From an optimization exercise on the open Yosys and OpenROAD flow, aimed at small area, a short achievable clock period and few clock cycles; shortcuts taken in it are not production practice. In this exercise RTL edits were held to simulation tests only and were not proved equivalent to the original. No activity file was given, so power comes from the tool's default toggle rates.

<file path="flow/design.v">
module mips_core(clk, rst, mem_cs, mem_we, mem_addr, mem_wdata, mem_rdata);
  input clk, rst;
  output mem_cs, mem_we;
  output [6:0] mem_addr;
  output [31:0] mem_wdata;
  input [31:0] mem_rdata;
  parameter MK = 4;                
  localparam MSTEPS = 32 / MK;
  reg [31:0] ir;                   
  reg        irv;                  
  reg [6:0]  pc;                   
  reg [31:0] rf [0:31];
  reg [31:0] hi, lo, mcand;
  reg [5:0]  mcnt;                 
  wire [5:0] op = ir[31:26];
  wire [5:0] fn = ir[5:0];
  wire [4:0] rs = ir[25:21];
  wire [4:0] rt = ir[20:16];
  wire [4:0] rd = ir[15:11];
  wire [4:0] sh = ir[10:6];
  wire [31:0] a = rf[rs];
  wire [31:0] b = rf[rt];
  wire [31:0] imm = {{16{ir[15]}}, ir[15:0]};
  wire rtype  = (op == 6'b000000);
  wire f_add  = rtype & (fn == 6'b100000);
  wire f_sub  = rtype & (fn == 6'b100010);
  wire f_and  = rtype & (fn == 6'b100100);
  wire f_or   = rtype & (fn == 6'b100101);
  wire f_xor  = rtype & (fn == 6'b100110);
  wire f_slt  = rtype & (fn == 6'b101010);
  wire f_sll  = rtype & (fn == 6'b000000);
  wire f_srl  = rtype & (fn == 6'b000010);
  wire f_jr   = rtype & (fn == 6'b001000);
  wire f_mult = rtype & (fn == 6'b011000);
  wire f_mfhi = rtype & (fn == 6'b010000);
  wire f_mflo = rtype & (fn == 6'b010010);
  wire f_add8 = rtype & (fn == 6'b101101);
  wire f_rbit = rtype & (fn == 6'b101111);
  wire f_rev  = rtype & (fn == 6'b110000);
  wire f_sadd = rtype & (fn == 6'b110001);
  wire f_ssub = rtype & (fn == 6'b110010);
  wire o_addi = (op == 6'b001000);
  wire o_andi = (op == 6'b001100);
  wire o_ori  = (op == 6'b001101);
  wire o_lui  = (op == 6'b001111);
  wire o_lw   = (op == 6'b100011);
  wire o_sw   = (op == 6'b101011);
  wire o_beq  = (op == 6'b000100);
  wire o_bne  = (op == 6'b000101);
  wire o_j    = (op == 6'b000010);
  wire o_jal  = (op == 6'b000011);
  wire busy   = (mcnt != 6'd0);
  wire stall  = irv & (f_mfhi | f_mflo) & busy;
  wire memop  = irv & (o_lw | o_sw);
  wire exec   = irv & ~stall & ~memop;
  wire        useimm = o_addi | o_andi | o_ori;
  wire [31:0] bb     = useimm ? imm : b;
  wire        subt   = f_sub | f_slt | f_ssub;
  wire [31:0] bx     = subt ? ~bb : bb;
  wire        g      = ~f_add8;
  wire [35:0] sum36  = {1'b0, a[31:24], g, a[23:16], g, a[15:8], g, a[7:0]}
                     + {1'b0, bx[31:24], 1'b0, bx[23:16], 1'b0, bx[15:8], 1'b0, bx[7:0]}
                     + {35'd0, subt};
  wire [31:0] sum    = {sum36[34:27], sum36[25:18], sum36[16:9], sum36[7:0]};
  wire        cout   = sum36[35];
  wire [31:0] satsum = (sum | {32{f_sadd & cout}}) & ~{32{f_ssub & ~cout}};
  wire [31:0] brev;
  genvar gi;
  generate for (gi = 0; gi < 32; gi = gi + 1) begin : g_rev
    assign brev[gi] = b[31 - gi];
  end endgenerate
  wire        rin    = f_srl | f_rbit;
  wire [31:0] shin   = rin ? brev : b;
  wire [31:0] shl    = shin << (f_rbit ? 5'd0 : sh);
  wire [31:0] shlrev;
  generate for (gi = 0; gi < 32; gi = gi + 1) begin : g_rev2
    assign shlrev[gi] = shl[31 - gi];
  end endgenerate
  wire [31:0] shres  = f_srl ? shlrev : shl;
  wire [31:0] logic_r = ({32{f_and | o_andi}} & (a & bb))
                      | ({32{f_or  | o_ori }} & (a | bb))
                      | ({32{f_xor}} & (a ^ b));
  wire [31:0] result =
      ({32{f_add | f_sub | f_add8 | f_sadd | f_ssub | o_addi}} & satsum)
    | ({32{f_slt}} & {31'd0, ~cout})
    | logic_r
    | ({32{f_sll | f_srl | f_rbit}} & shres)
    | ({32{f_rev}} & {b[7:0], b[15:8], b[23:16], b[31:24]})
    | ({32{f_mfhi}} & hi)
    | ({32{f_mflo}} & lo)
    | ({32{o_lui}} & {ir[15:0], 16'd0})
    | ({32{o_jal}} & {25'd0, pc});
  wire wr_alu = f_add | f_sub | f_and | f_or | f_xor | f_slt | f_sll | f_srl
              | f_mfhi | f_mflo | f_add8 | f_rbit | f_rev | f_sadd | f_ssub
              | o_addi | o_andi | o_ori | o_lui | o_jal;
  wire        we_rf = (exec & wr_alu) | (irv & o_lw);
  wire [4:0]  wa    = o_lw ? rt : (f_rbit | f_rev) ? rs : o_jal ? 5'd31 : rtype ? rd : rt;
  wire [31:0] wd    = o_lw ? mem_rdata : result;
  wire        eq    = (a == b);
  wire        taken = (o_beq & eq) | (o_bne & ~eq);
  wire [6:0]  nf    = ~irv ? pc
                    : taken ? pc + ir[6:0]
                    : (o_j | o_jal) ? ir[6:0]
                    : f_jr ? a[6:0]
                    : pc;
  wire [6:0]  daddr = a[6:0] + ir[6:0];
  assign mem_cs    = ~stall;
  assign mem_we    = memop & o_sw;
  assign mem_addr  = memop ? daddr : nf;
  assign mem_wdata = b;
  always @(posedge clk) begin
    if (we_rf) rf[wa] <= wd;
  end
  always @(posedge clk) begin
    if (rst) begin
      irv <= 1'b0;
      pc  <= 7'd0;
    end else if (memop) begin
      irv <= 1'b0;
    end else if (~stall) begin
      irv <= 1'b1;
      pc  <= nf + 7'd1;
    end
    if (~stall & ~memop) ir <= mem_rdata;
  end
  wire [31+MK:0] pstep = {{MK{1'b0}}, hi} + mcand * lo[MK-1:0];
  always @(posedge clk) begin
    if (rst) mcnt <= 6'd0;
    else if (exec & f_mult) mcnt <= MSTEPS;
    else if (busy) mcnt <= mcnt - 6'd1;
    if (exec & f_mult) begin
      mcand <= a;
      lo    <= b;
      hi    <= 32'd0;
    end else if (busy) begin
      hi <= pstep[31+MK:MK];
      lo <= {pstep[MK-1:0], lo[31:MK]};
    end
  end
endmodule
</file>
<file path="flow/run.sh">
#!/bin/bash
# synth_recipe.tcl (not shown) runs the flow's synth.tcl, then flattens the netlist and writes it again
# the make line also repeats each setting of config.mk as NAME=value (left out here)
make -C /OpenROAD-flow-scripts/flow DESIGN_CONFIG=/design/flow/config.mk WORK_HOME=/design/flow/orfs CLKGATE_MAP_FILE= SYNTH_SCRIPT=/design/flow/synth_recipe.tcl finish
</file>
<file path="flow/config.mk">
export PLATFORM = sky130hd
export DESIGN_NAME = mips_core
export DESIGN_NICKNAME = mips_core
export VERILOG_FILES = /design/flow/design.v
export SDC_FILE = /design/flow/constraint.sdc
export NUM_CORES = 4
export LEC_CHECK = 0
export CAP_MARGIN = 20
export CORE_MARGIN = 2
export CORE_UTILIZATION = 40
export PLACE_DENSITY = 0.6
export SLEW_MARGIN = 20
</file>
<file path="flow/constraint.sdc">
create_clock -name core_clock -period 10.5 [get_ports {clk}]
set_input_delay 2.1000 -clock core_clock [delete_from_list [all_inputs] [get_ports {clk}]]
set_output_delay 2.1000 -clock core_clock [all_outputs]
set_load 0.01 [all_outputs]
</file>
==> run summary <==
final cells by class:
| cell class | count | area (um2) | share of cell area, % |
|---|---|---|---|
| Clock buffer | 168 | 3520 | 4.80 |
| Clock inverter | 74 | 962 | 1.31 |
| Inverter | 111 | 418 | 0.570 |
| Tap cell | 2175 | 2720 | 3.71 |
| Multi-Input combinational cell | 3258 | 28800 | 39.2 |
| Antenna cell | 5 | 12.5 | 0.0171 |
| Timing Repair Buffer | 243 | 2160 | 2.94 |
| Sequential cell | 1176 | 34800 | 47.4 |
stage by stage:
stage | hold WS [ns] | util, % | setup WS, ns | instances
2_1_floorplan | 0.445 | - | 4.12 | 4881
3_3_place_gp | 0.473 | 42.4 | 1.79 | 6963
3_5_place_dp | 0.480 | 42.4 | 1.76 | 6963
4_1_cts | 0.493 | 45.2 | 0.897 | 7205
5_1_grt | 0.524 | 45.2 | 0.710 | 7205
6_report | 0.500 | 45.2 | 0.702 | 7210
layout by cell type, fill, tap and decap left out, types with 35 or more instances in the layout:
cell type / netlist / layout
a221oi_1: 84 / 84
ha_1: 89 / 89
nor2_1: 219 / 181
clkbuf_16: 0 / 134
mux2i_1: 593 / 593
inv_1: 111 / 110
edfxtp_1: 1120 / 1120
mux4_2: 263 / 263
o21ai_0: 161 / 161
xnor2_1: 87 / 87
nand3_1: 132 / 131
a221o_1: 38 / 38
and2_1: 50 / 48
dfxtp_1: 56 / 51
a21oi_1: 205 / 197
fa_1: 94 / 94
nand4_1: 48 / 48
a22oi_1: 234 / 234
xor2_1: 46 / 46
nor2_4: 0 / 35
a21o_1: 41 / 41
nand2_1: 380 / 380
buf_4: 39 / 157
clkdlybuf4s50_1: 0 / 74
o22ai_1: 77 / 77
routing by layer:
layer / part of all wire, % / track usage [%]
met1: 38 / 36.9
met2: 46 / 44.6
met3: 10 / 5.97
met4: 5.8 / 14.5
met5: 0.012 / 0
state kept, by name, indices dropped and copies added (netlist names), named ones only:
register and count:
ir 32, lo 32, mcnt 6, hi 32
rf 1024, pc 7, mcand 32, irv 1
worst paths after layout:
| check | start | cells after the start | slack [ns] | endpoint |
|---|---|---|---|---|
| setup / recovery | flip-flop | 15 | 0.70 | mem_addr[6] |
| hold / removal | hi[0] | 2 | 0.50 | hi[0] |
| setup reg to reg | flip-flop | 17 | 2.18 | rf[16][9] |
| hold reg to reg | hi[0] | 2 | 0.50 | hi[0] |
worst max-delay path, delay by kind of cell, from the launching register on:
kind,cells,cell delay (ns)
AND/OR/NAND/NOR,5,2.36
flip-flops,1,0.89
AO/OA/AOI/OAI,5,1.62
XOR/XNOR,1,0.36
multiplexers,2,0.48
buffers and inverters,2,1.15
logic make-up (layout without fill, tap and decap cells):
kind of cell	count (synthesis)	after routing	synth area share, %
AO/OA/AOI/OAI	1039	1039	10.9
XOR/XNOR	133	133	1.79
adder cells (fa/ha/maj)	183	183	4.60
buffers and inverters	447	596	3.20
flip-flops	1176	1176	53.4
multiplexers	884	884	18.8
other	0	5	0
AND/OR/NAND/NOR	1019	1019	7.39
where the power goes:
group,switching [mW],total (mW),leakage (nW),internal [mW]
combinational,3.70,6.24,13.3,2.53
clock,2.04,4.76,2.15,2.72
sequential,0.259,5.70,10.9,5.44
cell usage after synthesis (all sizes together), types with 13 or more instances:
master     n
a211oi    15
a21o      41
a21oi    205
a221o     38
a221oi    84
a22o      13
a22oi    234
and2      52
buf      188
clkbuf   148
dfxtp     56
edfxtp  1120
fa        94
ha        89
inv      111
mux2      25
mux2i    593
mux4     266
nand2    380
nand2b    25
nand3    132
nand4     51
nor2     219
nor2b     22
nor3      31
nor4      35
o211ai    26
o21a      17
o21ai    166
o22a      23
o22ai     77
xnor2     87
xor2      46
==> reports/metrics.cfg <==
[sta]
setup_viol=0
finalCritPeriodShare_pct=93.3
finClkSkew_ns=0.0641
rsz0062_at_grt=false
slew_violations=0
post-route-min-period_ns=9.80
setup_tns_ns=0
tightest_slew_ns=1.21
hold_violations=0
max_freq_mhz=102
slew_headroom_pct=18.9

[cells_and_area]
synthToLayoutAreaGrowth_pct=12.6
fill_cells=14400
fin_nets=5141
drive_above_1_share_pct=15.1
final_cell_area_mm2=0.0734

[clocking]
cts_tree=built
cts_setup_buffers=0
htree_levels=4
cts_buffers=134
clk_pin_slew_ns=0.07
ctsHoldBuffers=0
cts_resized=0
cts-root-buf=clkbuf_16
clock_path_buffers=3
clock_latency_ns=0.80
cts_sinks=1176

[worst_hold_path]
hold_path_class=reg2reg

[global_route]
grt_max_degree=90
grt.overflow.total=0
grt_pass1_vias=45400
antenna_found_initial=7
track_usage_pct=28.3
grt_first_pass_wirelength_mm=338

[worst_setup_path]
crit_chain=buf_4 > mux2i_1 > o22ai_1 > nor4_1 > nand3_1 > xnor2_1 > nand4_1 > or4_1 > o31ai_1 > a21oi_1 > mux2i_1 > a22oi_1 > nor2_1 > a21oi_1 > clkdlybuf4s50_1
path_class=reg2out
cp_data_arrival_time_ns=7.70
cpMaxStageDelayCell=dfxtp_4
end_kind=output pin
cp_data_required_time_ns=8.40
critPathLaunchType=flip-flop
critical-path-max-stage-delay_ns=0.89
worst-path-max-fanout=40

[synth]
syn_area_mm2=0.0651
synth_enable_flop_cells=1120
avgSynthCellArea_um2=13.3
ys_seq_area_share_pct=53.4
yosys.cell_types.count=83
ys_top_cells_by_area=edfxtp_1, mux2i_1, mux4_2, fa_1, a22oi_1
synth-seq-cells=1176
yosysTopAreaCell=edfxtp_1
yosys_most_used_dff=edfxtp_1
netlist_instances=4881
synth_fp_nets=5098
synth-warning-count=1
synth_top_cell_area_share_pct=51.6
synthArstFlopShare_pct=0

[routing]
wl_per_cell_um=33.4
drtIter0Drc=6432
via_per_inst=6.50
route.detailed.drc=0
ant_nets=0
drt-total-wl_mm=241
vias=46900
drtPass1Iterations=6

[pwr]
ir_drop_mv=0.386
power_density_mw_per_mm2=228
finalPower_mw=16.7
power.leakage_nw=26.4

[floorplan]
start_util_pct=40.2
ioPinCount=75
core_mm2=0.162
rows=148
die_h_um=408
die_area_mm2=0.166
die_w_um=408

[placed_design]
hpwl_mm=158
gp_congestion=1.00
place_area_mm2=0.0688
io_buffer_count=74

[outcome]
status=finished clean

[flow_run]
drv_cap=0

Testbench counts, summed over its fixed seeds: cycles 103,516.

==> separate check: timing with driven ports <==
Ports are ideal in the flow. The routed layout listed here was re-timed in OpenROAD.
Step 1, drivers: a clkbuf_16 drives clk and a buf_2 each remaining input, both assumed.
Step 2 adds t to the input delays and takes it off the output delays; t is the mean of the earliest and latest rising clock arrival at the registers after step 1. Input paths then give back, and output paths get back, about the clock's delay inside the block.
Slacks: ideal ports / drivers / drivers and shift; pairs: ideal ports / drivers.
t, ns: 0.851
setup WS [ns]: 0.702 / 0.623 / 1.474
latest minus earliest clock arrival (ns): 0.064 / 0.064
worst slew at a driven data input, ns: 0.04
After both steps setup and hold are still met in this run. For this run, drivers alone change the setup slack by -0.079 ns; drivers and shift together by +0.772 ns.
